This design comes from an exercise in tuning for small area, a short achievable clock period and few clock cycles on the open sky130 flow, not from production work. At most, simulation tests tie the RTL to the original design; equivalence was not proved. The clock port is modelled as an ideal driver, which makes a skipped or thinned clock tree look cheaper than it is; a real chip needs a root buffer or a tree. Power and IR drop assume default switching activity.

## conversion
module conversion(
	ready,postfix,
	clk,reset,load,infix
);
==> module conversion, before the edit <==
module conversion(
	ready,postfix,
	clk,reset,load,infix
);
input clk, reset, load;
input [7:0] infix;
output ready;
output [7:0] postfix;
localparam QN = 29;           
reg       c_dig, c_opn, c_cls, c_hi, c_pa, c_hp;
reg [3:0] nib;
wire [3:0] in_n = infix[3:0];
wire       ld   = load & ~reset;
always @(posedge clk) begin
	c_dig <= ld &  infix[4];
	c_opn <= ld & ~infix[4] & ~in_n[2] & ~in_n[1] & ~in_n[0];           
	c_cls <= ld & ~infix[4] & ~in_n[2] & ~in_n[1] &  in_n[0];           
	c_hi  <= ld & ~infix[4] &  in_n[1] & ~(in_n[0] ^ in_n[2]);          
	c_pa  <= ld & ~infix[4] & ~(in_n[2] & in_n[1]) & in_n[0];           
	c_hp  <= ld & ~infix[4] & (in_n[1] | in_n[0]);                      
	nib   <= in_n;
end
wire iv   = c_dig | c_opn | c_hi | c_pa;
reg  rst_r;
always @(posedge clk) rst_r <= reset;
wire c_lo = c_pa & ~c_cls;
reg        lv, lo, hv, ho;
reg [3:0]  hl, hh;            
reg        p;                 
reg [6:0]  so;                
reg        snd, rdy, hd;
reg [3:0]  h;
reg [3:0]  q [1:QN+1];
wire [3:0] hi_n = {1'b1, ho, 1'b1, ho};
wire [3:0] lo_n = {1'b1, lo, ~lo, 1'b1};
wire       n1   = c_dig | (hv & c_hp) | (lv & c_pa);             
wire       n2   = c_pa & hv & lv;                                
wire [3:0] curv = {lv, lo, hv, ho};
wire       e_nib = ~p & c_dig;
wire       e_hi  = ~p & ~c_dig & hv;
wire       e_lo  = p | (~c_dig & ~hv);
wire       o_nib =  p & c_dig;
wire       o_hi  =  p & ~c_dig & hv;
wire       o_lo  = ~p | (~c_dig & ~hv);
wire [3:0] bus_e = ({4{e_nib}} & nib) | ({4{e_hi}} & hi_n) | ({4{e_lo}} & lo_n);
wire [3:0] bus_o = ({4{o_nib}} & nib) | ({4{o_hi}} & hi_n) | ({4{o_lo}} & lo_n);
wire [3:0] bus_es = c_opn ? curv : bus_e;
wire [3:0] bus_os = c_opn ? curv : bus_o;
wire [3:0] top = ({4{so[1]}} & ~q[29]) | ({4{so[2]}} & q[28]) |
                 ({4{so[3]}} & ~q[27]) | ({4{so[4]}} & q[26]) |
                 ({4{so[5]}} & ~q[25]) | ({4{so[6]}} & q[24]);
reg [15:0] dh;                
integer k;
always @(*)
	for (k = 0; k < 16; k = k + 1) dh[k] = hl[k % 4] & hh[k / 4];
wire [7:0] ds = {1'b0, so};
wire       h0   = hl[0] & hh[0];
wire       more = ~h0;                      
wire       done = snd & ~more & ~hv & ~lv;
wire       inc  = n2 | (n1 & p);
always @(posedge clk)
	if (rst_r) begin
		hl <= 4'b0001;
		hh <= 4'b0001;
		p  <= 1'b0;
	end
	else if (snd) begin
		if (more | done)
			p <= ~p;
		if (more & ~p) begin                 
			hl <= {hl[0], hl[3:1]};
			if (hl[0]) hh <= {hh[0], hh[3:1]};
		end
	end
	else begin
		p <= p ^ (n1 & ~n2);
		if (inc) begin                       
			hl <= {hl[2:0], hl[3]};
			if (hl[3]) hh <= {hh[2:0], hh[3]};
		end
	end
always @(*) q[QN+1] = 4'b0000;
wire [3:0] bn_e  = {4{~snd}} & ~bus_e;
wire [3:0] bn_o  = {4{~snd}} &  bus_o;
wire [3:0] bn_es = {4{~snd}} & ~bus_es;
wire [3:0] bn_os = {4{~snd}} &  bus_os;
genvar i;
generate for (i = 1; i <= QN; i = i + 1) begin : g_q
	wire we;
	if (i % 2 == 0)
		assign we = (~p & dh[i/2]) | (p & dh[i/2-1]) |
		            ((QN - i < 8) ? (c_opn & ds[(QN - i) % 8]) : 1'b0);
	else
		assign we = dh[i/2] |
		            ((QN - i < 8) ? (c_opn & ds[(QN - i) % 8]) : 1'b0);
	always @(posedge clk)
		if (snd | we)
			q[i] <= ~(({4{snd}} & q[i+1]) | ((i % 2 == 0) ? ((i >= QN - 5) ? bn_es : bn_e)
			                                               : ((i >= QN - 5) ? bn_os : bn_o)));
end endgenerate
always @(posedge clk) begin
	if (rst_r) begin
		so  <= 7'd1;
		snd <= 1'b0;
	end
	else if (snd) begin
		if (done)
			snd <= 1'b0;
	end
	else begin
		if (c_opn)
			so <= {so[5:0], 1'b0};
		else if (c_cls)
			so <= {1'b0, so[6:1]};
		if (iv && !load)
			snd <= 1'b1;
	end
end
wire keep = ~c_opn & ~c_pa & ~c_hi;         
always @(posedge clk) begin
	lv <= ~rst_r & ((snd & lv & (more | hv)) |
	                (~snd & ((c_cls & top[3]) | c_lo | (~c_opn & ~c_cls & lv))));
	lo <= (snd & lo) | (~snd & ((c_cls & top[2]) | (c_lo & nib[2]) | (~c_pa & lo)));
	hv <= ~rst_r & ((snd & hv & more) |
	                (~snd & ((c_cls & top[1]) | c_hi | (keep & hv))));
	ho <= (snd & ho) | (~snd & ((c_cls & top[0]) | (c_hi & nib[2]) | (~c_cls & ~c_hi & ho)));
end
wire t_q   = snd & more;
wire t_hi  = snd & ~more & hv;
wire t_lo  = snd & ~more & ~hv;
wire t_nib = ~snd & h0 & ~p & c_dig;        
wire t_h   = ~snd & ~(h0 & ~p & c_dig);
always @(posedge clk) begin
	h  <= ({4{t_q}} & ~q[1]) | ({4{t_hi}} & hi_n) | ({4{t_lo}} & lo_n) |
	      ({4{t_nib}} & nib) | ({4{t_h}} & h);
	hd <= (t_q & ~(~q[1][3] & (~q[1][2] | ~q[1][1]))) | t_nib | (t_h & hd);
end
always @(posedge clk)
	if (reset | rst_r)     rdy <= 1'b0;
	else if (snd)          rdy <= ~done;
	else if (iv && !load)  rdy <= 1'b1;
assign ready   = rdy;
assign postfix = {3'b001, hd, h};
endmodule
export LEC_CHECK = 0
export CAP_MARGIN = 20
export CORE_MARGIN = 2
export CORE_UTILIZATION = 40
export SETUP_SLACK_MARGIN = 2.85
export SLEW_MARGIN = 20
create_clock -name core_clock -period 4.5 [get_ports {clk}]
standard.sh (not shown) runs the stock make flow with config.mk's settings and CLKGATE_MAP_FILE= SYNTH_SCRIPT=/design/flow/synth_recipe.tcl, a recipe that flattens the netlist after the stock synthesis.
==> flow/flow/run.sh <==
#!/bin/bash
# Standard ORFS flow, except that the clock tree is built by flow/cts.tcl.
set -euo pipefail
# port buffers: plain buf_2 instead of the delay cell buffer_ports picks
export BUFFER_PORTS_ARGS="-buffer_cell sky130_fd_sc_hd__buf_2"
R=orfs/results/$FLOW_PLATFORM/conversion/base
bash standard.sh place > flow_place.log 2>&1
RES=$R SETUP_MARGIN=2.85 NROOT=4 NLEAF=3 ROOTBUF=sky130_fd_sc_hd__buf_12 LEAFBUF=sky130_fd_sc_hd__buf_6 \
	openroad -exit -no_init -threads $NUM_CORES flow/cts.tcl > flow_cts.log 2>&1
bash standard.sh finish > flow_finish.log 2>&1
Other scripts of this flow, unchanged in this note and not shown: flow/flow/cts.tcl, flow/flow/tree.tcl
The first run completed with no timing, DRC or antenna violations.
Testbench counts at the start, summed over its fixed seeds: cycles 5,210.
Then changed:
--- a/flow/design.v
+++ b/flow/design.v
@@ -35,20 +35,20 @@
 wire [3:0] hi_n = {1'b1, ho, 1'b1, ho};
 wire [3:0] lo_n = {1'b1, lo, ~lo, 1'b1};
 wire       n1   = c_dig | (hv & c_hp) | (lv & c_pa);             
 wire       n2   = c_pa & hv & lv;                                
 wire [3:0] curv = {lv, lo, hv, ho};
-wire       e_nib = ~p & c_dig;
-wire       e_hi  = ~p & ~c_dig & hv;
-wire       e_lo  = p | (~c_dig & ~hv);
-wire       o_nib =  p & c_dig;
-wire       o_hi  =  p & ~c_dig & hv;
-wire       o_lo  = ~p | (~c_dig & ~hv);
-wire [3:0] bus_e = ({4{e_nib}} & nib) | ({4{e_hi}} & hi_n) | ({4{e_lo}} & lo_n);
-wire [3:0] bus_o = ({4{o_nib}} & nib) | ({4{o_hi}} & hi_n) | ({4{o_lo}} & lo_n);
-wire [3:0] bus_es = c_opn ? curv : bus_e;
-wire [3:0] bus_os = c_opn ? curv : bus_o;
+wire       e_nib = ~c_opn & ~p & c_dig;
+wire       e_hi  = ~c_opn & ~p & ~c_dig & hv;
+wire       e_lo  = ~c_opn & (p | (~c_dig & ~hv));
+wire       o_nib = ~c_opn &  p & c_dig;
+wire       o_hi  = ~c_opn &  p & ~c_dig & hv;
+wire       o_lo  = ~c_opn & (~p | (~c_dig & ~hv));
+wire [3:0] bus_e = ({4{c_opn}} & curv) | ({4{e_nib}} & nib) |
+                   ({4{e_hi}} & hi_n) | ({4{e_lo}} & lo_n);
+wire [3:0] bus_o = ({4{c_opn}} & curv) | ({4{o_nib}} & nib) |
+                   ({4{o_hi}} & hi_n) | ({4{o_lo}} & lo_n);
 wire [3:0] top = ({4{so[1]}} & ~q[29]) | ({4{so[2]}} & q[28]) |
                  ({4{so[3]}} & ~q[27]) | ({4{so[4]}} & q[26]) |
                  ({4{so[5]}} & ~q[25]) | ({4{so[6]}} & q[24]);
 reg [15:0] dh;                
 integer k;
@@ -79,14 +79,12 @@
 			hl <= {hl[2:0], hl[3]};
 			if (hl[3]) hh <= {hh[2:0], hh[3]};
 		end
 	end
 always @(*) q[QN+1] = 4'b0000;
-wire [3:0] bn_e  = {4{~snd}} & ~bus_e;
-wire [3:0] bn_o  = {4{~snd}} &  bus_o;
-wire [3:0] bn_es = {4{~snd}} & ~bus_es;
-wire [3:0] bn_os = {4{~snd}} &  bus_os;
+wire [3:0] bn_e = {4{~snd}} & ~bus_e;
+wire [3:0] bn_o = {4{~snd}} &  bus_o;
 genvar i;
 generate for (i = 1; i <= QN; i = i + 1) begin : g_q
 	wire we;
 	if (i % 2 == 0)
 		assign we = (~p & dh[i/2]) | (p & dh[i/2-1]) |
@@ -94,12 +92,11 @@
 	else
 		assign we = dh[i/2] |
 		            ((QN - i < 8) ? (c_opn & ds[(QN - i) % 8]) : 1'b0);
 	always @(posedge clk)
 		if (snd | we)
-			q[i] <= ~(({4{snd}} & q[i+1]) | ((i % 2 == 0) ? ((i >= QN - 5) ? bn_es : bn_e)
-			                                               : ((i >= QN - 5) ? bn_os : bn_o)));
+			q[i] <= ~(({4{snd}} & q[i+1]) | ((i % 2 == 0) ? bn_e : bn_o));
 end endgenerate
 always @(posedge clk) begin
 	if (rst_r) begin
 		so  <= 7'd1;
 		snd <= 1'b0;
Outcome: The new run produced a clean layout. Setup slack is better by 0.0082 ns. Utilization is about the same. Worst hold slack improves by 0.038 ns. Combinational power goes up by 16%. Wire length goes up by 6.7%. Synthesized area goes up by 2.5%.
For the second run of this note, only the layout was checked, not whether the RTL still works. In every run of this note, the design's own scripts or RTL, not TritonCTS, make the clock network.

* * *

Starting RTL as in the previous note.
clock: 4.5 ns
lec_check: 0
cap_margin: 20
core_margin: 2
core_utilization: 40
setup_slack_margin: 2.85
slew_margin: 20
==> flow/flow/run.sh <==
#!/bin/bash
# Standard ORFS flow, except that the clock tree is built by flow/cts.tcl.
set -euo pipefail
# port buffers: plain buf_2 instead of the delay cell buffer_ports picks
export BUFFER_PORTS_ARGS="-buffer_cell sky130_fd_sc_hd__buf_2"
R=orfs/results/$FLOW_PLATFORM/conversion/base
bash standard.sh place > flow_place.log 2>&1
RES=$R SETUP_MARGIN=2.85 NROOT=4 NLEAF=2 ROOTBUF=sky130_fd_sc_hd__buf_16 LEAFBUF=sky130_fd_sc_hd__buf_16 \
	openroad -exit -no_init -threads $NUM_CORES flow/cts.tcl > flow_cts.log 2>&1
bash standard.sh finish > flow_finish.log 2>&1
Other scripts of this flow, unchanged in this note and not shown: flow/flow/cts.tcl, flow/flow/tree.tcl
Testbench counts at the start, summed over its fixed seeds: cycles 5,210.
Next try:
--- a/flow/design.v
+++ b/flow/design.v
@@ -36,21 +36,21 @@
 wire [3:0] lo_n = {1'b1, lo, ~lo, 1'b1};
 wire       n1   = c_dig | (hv & c_hp) | (lv & c_pa);             
 wire       n2   = c_pa & hv & lv;                                
 wire [3:0] curv = {lv, lo, hv, ho};
-wire       e_nib = ~p & c_dig;
-wire       e_hi  = ~p & ~c_dig & hv;
-wire       e_lo  = p | (~c_dig & ~hv);
-wire       o_nib =  p & c_dig;
-wire       o_hi  =  p & ~c_dig & hv;
-wire       o_lo  = ~p | (~c_dig & ~hv);
-wire [3:0] bus_e = ({4{e_nib}} & nib) | ({4{e_hi}} & hi_n) | ({4{e_lo}} & lo_n);
-wire [3:0] bus_o = ({4{o_nib}} & nib) | ({4{o_hi}} & hi_n) | ({4{o_lo}} & lo_n);
-wire [3:0] bus_es = c_opn ? curv : bus_e;
-wire [3:0] bus_os = c_opn ? curv : bus_o;
-wire [3:0] top = ({4{so[1]}} & ~q[29]) | ({4{so[2]}} & q[28]) |
-                 ({4{so[3]}} & ~q[27]) | ({4{so[4]}} & q[26]) |
-                 ({4{so[5]}} & ~q[25]) | ({4{so[6]}} & q[24]);
+wire       e_nib = ~c_opn & ~p & c_dig;
+wire       e_hi  = ~c_opn & ~p & ~c_dig & hv;
+wire       e_lo  = ~c_opn & (p | (~c_dig & ~hv));
+wire       o_nib = ~c_opn &  p & c_dig;
+wire       o_hi  = ~c_opn &  p & ~c_dig & hv;
+wire       o_lo  = ~c_opn & (~p | (~c_dig & ~hv));
+wire [3:0] bus_e = ({4{c_opn}} & curv) | ({4{e_nib}} & nib) |
+                   ({4{e_hi}} & hi_n) | ({4{e_lo}} & lo_n);
+wire [3:0] bus_o = ({4{c_opn}} & curv) | ({4{o_nib}} & nib) |
+                   ({4{o_hi}} & hi_n) | ({4{o_lo}} & lo_n);
+wire [3:0] top = ({4{so[1]}} & q[29]) | ({4{so[2]}} & q[28]) |
+                 ({4{so[3]}} & q[27]) | ({4{so[4]}} & q[26]) |
+                 ({4{so[5]}} & q[25]) | ({4{so[6]}} & q[24]);
 reg [15:0] dh;                
 integer k;
 always @(*)
 	for (k = 0; k < 16; k = k + 1) dh[k] = hl[k % 4] & hh[k / 4];
@@ -79,13 +79,9 @@
 			hl <= {hl[2:0], hl[3]};
 			if (hl[3]) hh <= {hh[2:0], hh[3]};
 		end
 	end
-always @(*) q[QN+1] = 4'b0000;
-wire [3:0] bn_e  = {4{~snd}} & ~bus_e;
-wire [3:0] bn_o  = {4{~snd}} &  bus_o;
-wire [3:0] bn_es = {4{~snd}} & ~bus_es;
-wire [3:0] bn_os = {4{~snd}} &  bus_os;
+always @(*) q[QN+1] = bus_o;
 genvar i;
 generate for (i = 1; i <= QN; i = i + 1) begin : g_q
 	wire we;
 	if (i % 2 == 0)
@@ -94,11 +90,10 @@
 	else
 		assign we = dh[i/2] |
 		            ((QN - i < 8) ? (c_opn & ds[(QN - i) % 8]) : 1'b0);
 	always @(posedge clk)
-		if (snd | we)
-			q[i] <= ~(({4{snd}} & q[i+1]) | ((i % 2 == 0) ? ((i >= QN - 5) ? bn_es : bn_e)
-			                                               : ((i >= QN - 5) ? bn_os : bn_o)));
+		if (snd)      q[i] <= q[i+1];
+		else if (we)  q[i] <= (i % 2 == 0) ? bus_e : bus_o;
 end endgenerate
 always @(posedge clk) begin
 	if (rst_r) begin
 		so  <= 7'd1;
@@ -131,11 +126,11 @@
 wire t_lo  = snd & ~more & ~hv;
 wire t_nib = ~snd & h0 & ~p & c_dig;        
 wire t_h   = ~snd & ~(h0 & ~p & c_dig);
 always @(posedge clk) begin
-	h  <= ({4{t_q}} & ~q[1]) | ({4{t_hi}} & hi_n) | ({4{t_lo}} & lo_n) |
+	h  <= ({4{t_q}} & q[1]) | ({4{t_hi}} & hi_n) | ({4{t_lo}} & lo_n) |
 	      ({4{t_nib}} & nib) | ({4{t_h}} & h);
-	hd <= (t_q & ~(~q[1][3] & (~q[1][2] | ~q[1][1]))) | t_nib | (t_h & hd);
+	hd <= (t_q & ~(q[1][3] & (q[1][2] | q[1][1]))) | t_nib | (t_h & hd);
 end
 always @(posedge clk)
 	if (reset | rst_r)     rdy <= 1'b0;
 	else if (snd)          rdy <= ~done;
What happened: Routed wire length went up by 5.0%; die area went up by 4.6%; global-route usage went up by 0.47 points; final area went up by 4.6%; cell count went up by 4.8%; synthesized area went up by 4.7%; flip-flop and latch count stays the same; clock power is about the same; setup slack is better by 0.052 ns; critical path depth went up by 1.
The RTL of the second run of this note was laid out without a check of its function. No run of this note takes its clock network from TritonCTS; it comes from the design's own scripts or RTL.

static timing again, ports no longer ideal:
In the flow no input, the clock included, has a driving cell. The finished layouts below were timed again as built, in two steps.
Step 1, drivers: a clkbuf_16 drives clk and a buf_2 each remaining input, both assumed.
Step 2, shift: input delay + t, output delay - t, t = (earliest + latest rising clock arrival at the registers) / 2. This alone moves slack from input paths to output paths.
a / b / c = ideal ports / drivers / drivers and shift; a / b = the first two.
run	shift t [ns]	setup slack, ns	worst hold slack (ns)	worst register clock-pin slew, ns	pins driven straight from the clock port
the first run of note 1	0.315	2.767 / 2.767 / 2.745	0.486 / 0.486 / 0.486	0.10 / 0.10	4
the second run of note 1	0.322	2.775 / 2.775 / 2.752	0.523 / 0.523 / 0.523	0.10 / 0.10	4
the first run of note 2	0.347	2.784 / 2.765 / 2.747	0.485 / 0.485 / 0.485	0.08 / 0.08	4
the second run of note 2	0.351	2.835 / 2.763 / 2.785	0.493 / 0.493 / 0.493	0.08 / 0.08	4
After both steps every run listed still meets setup and hold. The setup slack of the second run of note 2, which loses most, moves by -0.072 ns with the drivers and by -0.050 ns with both steps.
